This design comes from an exercise in tuning for small area, a short achievable clock period and few clock cycles per item on the open sky130 flow, not from production work. Function was checked by simulation only, so behaviour that the tests miss may differ from the original.

==> run a: inputs <==
Design mac_acc_unit, start of the top module:
module mac_acc_unit (
  input               io_ina_valid,
  output              io_ina_ready,
  input      [31:0]   io_ina_payload,
  input               io_inb_valid,
  output              io_inb_ready,
  input      [31:0]   io_inb_payload,
  output              io_out_valid,
  input               io_out_ready,
  output     [31:0]   io_out_payload,
  input               io_acc_enable,
  input      [15:0]   io_par_acc_cnt,
  input               clk,
  input               reset
);
make LEC_CHECK=0 CAP_MARGIN=20 CORE_MARGIN=2 CORE_UTILIZATION=55 PLACE_DENSITY=0.7 SETUP_SLACK_MARGIN=5 SLEW_MARGIN=20 finish   # period 15.0 ns
run.sh (not shown) runs the stock make flow with config.mk's settings and CLKGATE_MAP_FILE= SYNTH_SCRIPT=/design/flow/synth_recipe.tcl, a recipe that flattens the netlist after the stock synthesis.
==> run b (differences from run a) <==
--- a/flow/design.v
+++ b/flow/design.v
@@ -39,21 +39,25 @@
   input               cn,
   input               ci,
   input               cz,
   output     [31:0]   res,
   output              rz,
   output              ri,
-  output              rn
+  output              rn,
+  output     [7:0]    en        
 );
   wire        hi    = ph[25];
   wire [22:0] m_pre = hi ? ph[24:2] : ph[23:1];
   wire        g     = hi ? ph[1] : ph[0];
   wire        st    = hi ? (ph[0] | pl) : pl;
   wire        inc   = g & (st | m_pre[0]);
   wire [23:0] m_rnd = {1'b0, m_pre} + {23'd0, inc};
   wire signed [9:0] e_res = $signed(esum) + $signed({9'd0, hi}) + $signed({9'd0, m_rnd[23]});
+  wire        cy    = inc & (&m_pre);
+  wire [7:0]  en_hi = esum[7:0] + 8'd1;
+  assign en = (hi ? en_hi : esum[7:0]) + {7'd0, cy};
   wire ovf = ~e_res[9] & (e_res[8] | (&e_res[7:0]));
   wire unf = e_res[9] | ~|e_res[8:0];
   assign rn = cn;
   assign ri = ~cn & (ci | (~cz & ovf));
   assign rz = ~cn & ~ci & (cz | unf);
   assign res = rn ? 32'h7fc00000 :
@@ -1036,27 +1040,25 @@
   input               zb,
   input               ib,
   input               nb,
   input      [9:0]    d,        
   input               a_ge,     
   input               b_gt,     
-  input               d0,       
-  input               d1,       
   input      [7:0]    en,       
   input      [9:0]    dz,       
   input               dz_ge,    
   output reg [31:0]   res,
   output reg          rz,
   output reg          ri,
   output reg          rn,
   output     [9:0]    dn,       
-  output              dn_ge,    
-  output              dn0,      
-  output              dn1       
+  output              dn_ge     
 );
   wire        sub  = sa ^ sb;
+  wire        d0   = ~|d;
+  wire        d1   = (d == 10'd1);
   wire        near = sub & (d0 | d1);
   wire [7:0]  emax = b_gt ? eb : ea;
   wire        fsx = b_gt ? sb : sa;
   wire [23:0] fmx = a_ge ? ma : mb;
   wire [23:0] fmy = b_gt ? ma : mb;
   wire [26:0] yf  = {fmy, 3'b000};
@@ -1111,76 +1113,80 @@
   wire [24:0] ns2 = z8  ? {ns1[16:0], 8'd0} : ns1;
   wire [24:0] ns3 = z4  ? {ns2[20:0], 4'd0} : ns2;
   wire [24:0] ns4 = z2  ? {ns3[22:0], 2'd0} : ns3;
   wire [24:0] nsh = z1  ? {ns4[23:0], 1'd0} : ns4;
   wire        n_inc = nd[0] & nd[1];                  
   wire [22:0] n_m  = (nlz == 5'd0) ? (nd[23:1] + {22'd0, n_inc}) : nsh[23:1];
-  wire [9:0]  n_e  = {2'b00, emax} - {5'd0, nlz};
+  wire [7:0]  e8  = emax - 8'd8;
+  wire [7:0]  e16 = emax - 8'd16;
+  wire [7:0]  e24 = emax - 8'd24;
+  wire [7:0]  eh  = z16 ? (z8 ? e24 : e16) : (z8 ? e8 : emax);
+  wire [4:0]  ehm = z16 ? (z8 ? e24[7:3] - 5'd1 : e16[7:3] - 5'd1) : (z8 ? e8[7:3] - 5'd1 : emax[7:3] - 5'd1);
+  wire [3:0]  el  = {1'b0, eh[2:0]} - {1'b0, z4, z2, z1};
+  wire [7:0]  n_e = {el[3] ? ehm : eh[7:3], el[2:0]};
   wire        n_zero = ~|nd;
   wire        n_unf = ~|emax[7:5] & (emax[4:0] <= nlz);    
   wire c_nan  = na | nb | (ia & ib & (sa != sb));
   wire c_spec = c_nan | ia | ib | (za & zb);
+  wire k_nan  = c_nan;
+  wire k_ia   = ~c_nan & ia;
+  wire k_ib   = ~c_nan & ~ia & ib;
+  wire k_zz   = ~c_nan & ~ia & ~ib & za & zb;
+  wire k_cb   = ~c_spec & za;                  
+  wire k_ca   = ~c_spec & ~za & zb;            
+  wire k_near = ~c_spec & ~za & ~zb & near;
+  wire k_far  = ~c_spec & ~za & ~zb & ~near;
+  wire        n_ok   = ~n_zero & ~n_unf;
+  wire [31:0] n_word = {nsx & ~n_zero, {8{n_ok}} & n_e, {23{n_ok}} & n_m};
+  wire        f_ok   = ~f_ovf & ~f_unf;
+  wire [31:0] f_word = {fsx, {8{f_ovf}} | ({8{~f_unf}} & f_exp), {23{f_ok}} & f_man};
   always @(*) begin
-    rz = 1'b0; ri = 1'b0; rn = 1'b0;
-    if (c_nan) begin
-      res = 32'h7fc00000; rn = 1'b1;
-    end else if (ia) begin
-      res = {sa, 8'hff, 23'd0}; ri = 1'b1;
-    end else if (ib) begin
-      res = {sb, 8'hff, 23'd0}; ri = 1'b1;
-    end else if (za && zb) begin
-      res = {sa & sb, 31'd0}; rz = 1'b1;
-    end else if (za) begin
-      res = {sb, eb, mb[22:0]};
-    end else if (zb) begin
-      res = {sa, ea, ma[22:0]};
-    end else if (near) begin
-      if (n_zero) begin
-        res = 32'h00000000; rz = 1'b1;
-      end else if (n_unf) begin
-        res = {nsx, 31'd0}; rz = 1'b1;
-      end else begin
-        res = {nsx, n_e[7:0], n_m};
-      end
-    end else begin
-      if (f_ovf) begin
-        res = {fsx, 8'hff, 23'd0}; ri = 1'b1;
-      end else if (f_unf) begin
-        res = {fsx, 31'd0}; rz = 1'b1;
-      end else begin
-        res = {fsx, f_exp, f_man};
-      end
-    end
+    res = ({32{k_nan}} & 32'h7fc00000) |
+          ({32{k_ia}}  & {sa, 8'hff, 23'd0}) |
+          ({32{k_ib}}  & {sb, 8'hff, 23'd0}) |
+          ({32{k_zz}}  & {sa & sb, 31'd0}) |
+          ({32{k_cb}}  & {sb, eb, mb[22:0]}) |
+          ({32{k_ca}}  & {sa, ea, ma[22:0]}) |
+          ({32{k_near}} & n_word) |
+          ({32{k_far}} & f_word);
+    rn = k_nan;
+    ri = k_ia | k_ib | (k_far & f_ovf);
+    rz = k_zz | (k_near & ~n_ok) | (k_far & f_unf);
   end
   wire [7:0] ebase = zb ? ea : emax;
   wire [9:0] t   = {2'b00, en} - {2'b00, ebase};
   wire [9:0] nt  = {2'b00, ebase} - {2'b00, en};
   wire [9:0] tm1 = t + 10'd1,  ntm1 = nt - 10'd1;      
   wire [9:0] tp1 = t - 10'd1,  ntp1 = nt + 10'd1;      
   wire [9:0] tp2 = t - 10'd2,  ntp2 = nt + 10'd2;      
   wire [9:0] am1 = tm1[9] ? ntm1 : tm1;
   wire [9:0] a0  = t[9]   ? nt   : t;
   wire [9:0] ap1 = tp1[9] ? ntp1 : tp1;
   wire [9:0] ap2 = tp2[9] ? ntp2 : tp2;
-  wire [9:0] tn  = t + {5'd0, nlz};
-  wire [9:0] ntn = nt - {5'd0, nlz};
-  wire [9:0] an  = tn[9] ? ntn : tn;
+  wire [9:0] ut8   = t + 10'd8,   ut16  = t + 10'd16,  ut24  = t + 10'd24;
+  wire [9:0] unt8  = nt - 10'd8,  unt16 = nt - 10'd16, unt24 = nt - 10'd24;
+  wire [9:0] th   = z16 ? (z8 ? ut24 : ut16) : (z8 ? ut8 : t);
+  wire [9:0] nth  = z16 ? (z8 ? unt24 : unt16) : (z8 ? unt8 : nt);
+  wire [6:0] thp  = z16 ? (z8 ? ut24[9:3] + 7'd1 : ut16[9:3] + 7'd1) : (z8 ? ut8[9:3] + 7'd1 : t[9:3] + 7'd1);
+  wire [6:0] nthm = z16 ? (z8 ? unt24[9:3] - 7'd1 : unt16[9:3] - 7'd1) : (z8 ? unt8[9:3] - 7'd1 : nt[9:3] - 7'd1);
+  wire [3:0] tl   = {1'b0, th[2:0]} + {1'b0, z4, z2, z1};
+  wire [3:0] ntl  = {1'b0, nth[2:0]} - {1'b0, z4, z2, z1};
+  wire [9:0] tn   = {tl[3] ? thp : th[9:3], tl[2:0]};
+  wire [9:0] ntn  = {ntl[3] ? nthm : nth[9:3], ntl[2:0]};
+  wire [9:0] an   = tn[9] ? ntn : tn;
   wire       s_z  = za;
   wire       s_n  = ~za & near & ~zb;
   wire       s_f  = ~za & ~s_n;
   wire       s_m1 = s_f & ~zb & fdm1;
   wire       s_0  = s_f & (zb | fd0);
   wire       s_p1 = s_f & ~zb & fd1;
   wire       s_p2 = s_f & ~zb & fd2;
   assign dn = ({10{s_z}} & dz) | ({10{s_n}} & an) | ({10{s_m1}} & am1) | ({10{s_0}} & a0) |
               ({10{s_p1}} & ap1) | ({10{s_p2}} & ap2);
   assign dn_ge = (s_z & dz_ge) | (s_n & ~tn[9]) | (s_m1 & ~tm1[9]) | (s_0 & ~t[9]) |
                  (s_p1 & ~tp1[9]) | (s_p2 & ~tp2[9]);
-  assign dn0 = (s_z & ~|dz) | (s_n & ~|tn) | (s_m1 & ~|tm1) | (s_0 & ~|t) | (s_p1 & ~|tp1) | (s_p2 & ~|tp2);
-  assign dn1 = (s_z & (dz == 10'd1)) | (s_n & (an == 10'd1)) | (s_m1 & (am1 == 10'd1)) | (s_0 & (a0 == 10'd1)) |
-               (s_p1 & (ap1 == 10'd1)) | (s_p2 & (ap2 == 10'd1));
 endmodule
 module mac_acc_unit (
   input               io_ina_valid,
   output              io_ina_ready,
   input      [31:0]   io_ina_payload,
   input               io_inb_valid,
@@ -1198,19 +1204,15 @@
   reg  [31:0] a_r, b_r;
   reg         m_v;
   reg         m_s;
   reg  [9:0]  m_e;
   reg  [25:0] m_ph;
   reg         m_pl, m_cn, m_ci, m_cz;
-  reg         r_v;
-  reg  [31:0] r_r;
-  reg         r_z, r_i, r_n;
   reg         q_v;
   reg  [9:0]  q_d;         
   reg         q_ge, q_lt;  
-  reg         q_d0, q_d1;  
   reg  [31:0] q_r;
   reg         q_z, q_i, q_n;
   reg         s_s;
   reg  [30:0] s_r;
   reg         s_z, s_i, s_n;
   reg         emp;         
@@ -1219,15 +1221,14 @@
   reg         lastf;       
   reg         donef;       
   reg  [15:0] cnt;         
   reg         o_v;
   reg  [31:0] o_r;
   wire consume  = q_v & acc_rdy;
-  wire q_adv    = r_v & (~q_v | acc_rdy);
-  wire m_adv    = m_v & (~r_v | ~q_v | acc_rdy);
-  wire ab_adv   = a_v & b_v & (~m_v | ~r_v | ~q_v | acc_rdy);
+  wire q_adv    = m_v & (~q_v | acc_rdy);
+  wire ab_adv   = a_v & b_v & (~m_v | ~q_v | acc_rdy);
   assign io_ina_ready = ~a_v | ab_adv;
   assign io_inb_ready = ~b_v | ab_adv;
   wire start    = ~js & io_acc_enable & ~o_v;
   wire complete = js & (donef | (consume & lastf));
   wire js_n     = (js & ~complete) | start;
   wire emp_n    = complete | (emp & ~consume);
@@ -1241,34 +1242,34 @@
   wire        p_pl, p_cn, p_ci, p_cz;
   fp_mul_prod u_prod (
     .a(a_r), .b(b_r), .s(p_s), .esum(p_e), .ph(p_ph), .pl(p_pl),
     .cn(p_cn), .ci(p_ci), .cz(p_cz));
   wire [31:0] r_w;
   wire        r_z_w, r_i_w, r_n_w;
+  wire [7:0]  r_en;
   fp_mul_round u_round (
     .s(m_s), .esum(m_e), .ph(m_ph), .pl(m_pl), .cn(m_cn), .ci(m_ci), .cz(m_cz),
-    .res(r_w), .rz(r_z_w), .ri(r_i_w), .rn(r_n_w));
+    .res(r_w), .rz(r_z_w), .ri(r_i_w), .rn(r_n_w), .en(r_en));
   wire [31:0] add_w;
   wire        add_z, add_i, add_n;
   wire [9:0]  add_dn;
-  wire        add_dn_ge, add_dn0, add_dn1;
-  wire [9:0]  rs_d  = {2'b00, r_r[30:23]} - {2'b00, s_r[30:23]};
-  wire [9:0]  rs_nd = {2'b00, s_r[30:23]} - {2'b00, r_r[30:23]};
+  wire        add_dn_ge;
+  wire [9:0]  rs_d  = {2'b00, r_en} - {2'b00, s_r[30:23]};
+  wire [9:0]  rs_nd = {2'b00, s_r[30:23]} - {2'b00, r_en};
   wire [9:0]  rs_abs = rs_d[9] ? rs_nd : rs_d;
   fp_add_core u_add (
     .sa(q_r[31]), .ea(q_r[30:23]), .ma({~q_z, q_r[22:0]}), .za(q_z), .ia(q_i), .na(q_n),
     .sb(s_s), .eb(s_r[30:23]), .mb({~s_z, s_r[22:0]}), .zb(s_z), .ib(s_i), .nb(s_n),
-    .d(q_d), .a_ge(q_ge), .b_gt(q_lt), .d0(q_d0), .d1(q_d1), .en(r_r[30:23]),
+    .d(q_d), .a_ge(q_ge), .b_gt(q_lt), .en(r_en),
     .dz(rs_abs), .dz_ge(~rs_d[9]),
-    .res(add_w), .rz(add_z), .ri(add_i), .rn(add_n), .dn(add_dn), .dn_ge(add_dn_ge), .dn0(add_dn0), .dn1(add_dn1));
+    .res(add_w), .rz(add_z), .ri(add_i), .rn(add_n), .dn(add_dn), .dn_ge(add_dn_ge));
   always @(posedge clk or posedge reset) begin
     if (reset) begin
       a_v <= 1'b0;
       b_v <= 1'b0;
       m_v <= 1'b0;
-      r_v <= 1'b0;
       q_v <= 1'b0;
       emp <= 1'b1;
       js <= 1'b0;
       acc_rdy <= 1'b1;
       lastf <= 1'b0;
       donef <= 1'b0;
@@ -1278,14 +1279,13 @@
       s_z <= 1'b1;
       s_i <= 1'b0;
       s_n <= 1'b0;
     end else begin
       if (io_ina_ready) a_v <= io_ina_valid;
       if (io_inb_ready) b_v <= io_inb_valid;
-      if (ab_adv) m_v <= 1'b1; else if (m_adv) m_v <= 1'b0;
-      if (m_adv) r_v <= 1'b1; else if (q_adv) r_v <= 1'b0;
+      if (ab_adv) m_v <= 1'b1; else if (q_adv) m_v <= 1'b0;
       if (q_adv) q_v <= 1'b1; else if (consume) q_v <= 1'b0;
       emp <= emp_n;
       js <= js_n;
       acc_rdy <= acc_rdy_n;
       lastf <= lastf_n;
       donef <= donef_n;
@@ -1302,24 +1302,19 @@
     if (io_ina_ready) a_r <= io_ina_payload;
     if (io_inb_ready) b_r <= io_inb_payload;
     if (ab_adv) begin
       m_s <= p_s; m_e <= p_e; m_ph <= p_ph; m_pl <= p_pl;
       m_cn <= p_cn; m_ci <= p_ci; m_cz <= p_cz;
     end
-    if (m_adv) begin
-      r_r <= r_w; r_z <= r_z_w; r_i <= r_i_w; r_n <= r_n_w;
-    end
     if (q_adv) begin
-      q_r <= r_r; q_z <= r_z; q_i <= r_i; q_n <= r_n;
+      q_r <= r_w; q_z <= r_z_w; q_i <= r_i_w; q_n <= r_n_w;
     end
     if (consume) begin
       q_d <= add_dn; q_ge <= add_dn_ge; q_lt <= ~add_dn_ge;
-      q_d0 <= add_dn0; q_d1 <= add_dn1;
     end else if (q_adv) begin
       q_d <= rs_abs; q_ge <= ~rs_d[9]; q_lt <= rs_d[9];
-      q_d0 <= ~|rs_abs; q_d1 <= (rs_abs == 10'd1);
     end
     if (consume) begin
       s_r <= add_w[30:0];
     end
     if (complete) o_r <= consume ? add_w : {s_s, s_r};
   end
==> flow/flow/run.sh (new file) <==
#!/bin/bash
set -euo pipefail
bash standard.sh synth > synth.log 2>&1
bash standard.sh SETUP_SLACK_MARGIN=9 finish > layout.log 2>&1
==> flow/standard.sh (new file) <==
#!/bin/bash
# synth_recipe.tcl (not shown) runs the flow's synth.tcl, then flattens the netlist and writes it again
# the make line also repeats each setting of config.mk as NAME=value (left out here)
make -C /OpenROAD-flow-scripts/flow DESIGN_CONFIG=/design/flow/config.mk WORK_HOME=/design/flow/orfs CLKGATE_MAP_FILE= SYNTH_SCRIPT=/design/flow/synth_recipe.tcl "${@:-finish}"
Settings changed: CORE_UTILIZATION 55 to 50, PLACE_DENSITY 0.7 to 0.65, TNS_END_PERCENT set to 0.
removed: flow/run.sh
==> out/qor_table.md <==
| Item | Value |
|---|---|
| Result of the run | timing/DRC/antenna clean |
| Multi-input logic portion of the cell area | 70.0% |
| Final #Nets | 6450 |
| Min cycle time layout | 7240 ps |
| Detailed Route Iter0 Violations | 6178 |
| WL met3 | 20400 um |
| Average cell area after synthesis | 8.10 um^2 |
| Core utilization of the finished layout | 58.9% |
| Distinct cells, synth | 94 |
| Std-Cell Rows | 110 |
| HPWL after DPL | 134000 um |
the above is filed under run b

==> out/qor_table.md <==
| Item | Value |
|---|---|
| Result of the run | timing/DRC/antenna clean |
| Final #Nets | 6235 |
| Min cycle time layout | 9670 ps |
| Average cell area after synthesis | 8.25 um^2 |
| WL met3 | 18700 um |
| Detailed Route Iter0 Violations | 5198 |
| Distinct cells, synth | 107 |
| Cell area after placement | 48800 um^2 |
| Std-Cell Rows | 106 |
| Buffers from clock root to sink, at most | 3 |
| Core utilization of the finished layout | 60.1% |
the above is filed under run a

Testbench counts of run a, summed over its fixed seeds: cycles 21,443, items 20,434.
Testbench counts of run b, summed over its fixed seeds: cycles 21,435, items 20,434.

afterwards: timing with drivers on the ports:
The flow's constraints put no driver on any port. The routed layouts listed below were extracted and timed again, unchanged, in two steps.
Step 1 (the two cells are an assumption about what drives the block):
set clk [get_ports {clk}]
set_driving_cell -lib_cell sky130_fd_sc_hd__clkbuf_16 $clk
set_driving_cell -lib_cell sky130_fd_sc_hd__buf_2 [delete_from_list [all_inputs] $clk]
Step 2 moves the port delays by t, midway between the first and last clock arrival at a register: inputs arrive t later, outputs are due t later. That takes back most of the time a late clock gives input paths.
Three values: ideal ports, drivers, drivers and shift; two values: the first two.
run | shift t [ns] | setup WS [ns] | worst setup path after step 2 | worst register clock-pin slew, ns | worst data-port slew with drivers (ns)
run a | 0.672 | 5.329 / 5.329 / 5.329 | register to register | 0.07 / 0.07 | 0.08
run b | 0.708 | 7.756 / 7.756 / 7.756 | register to register | 0.07 / 0.07 | 0.07
After both steps setup and hold are still met in every run listed.
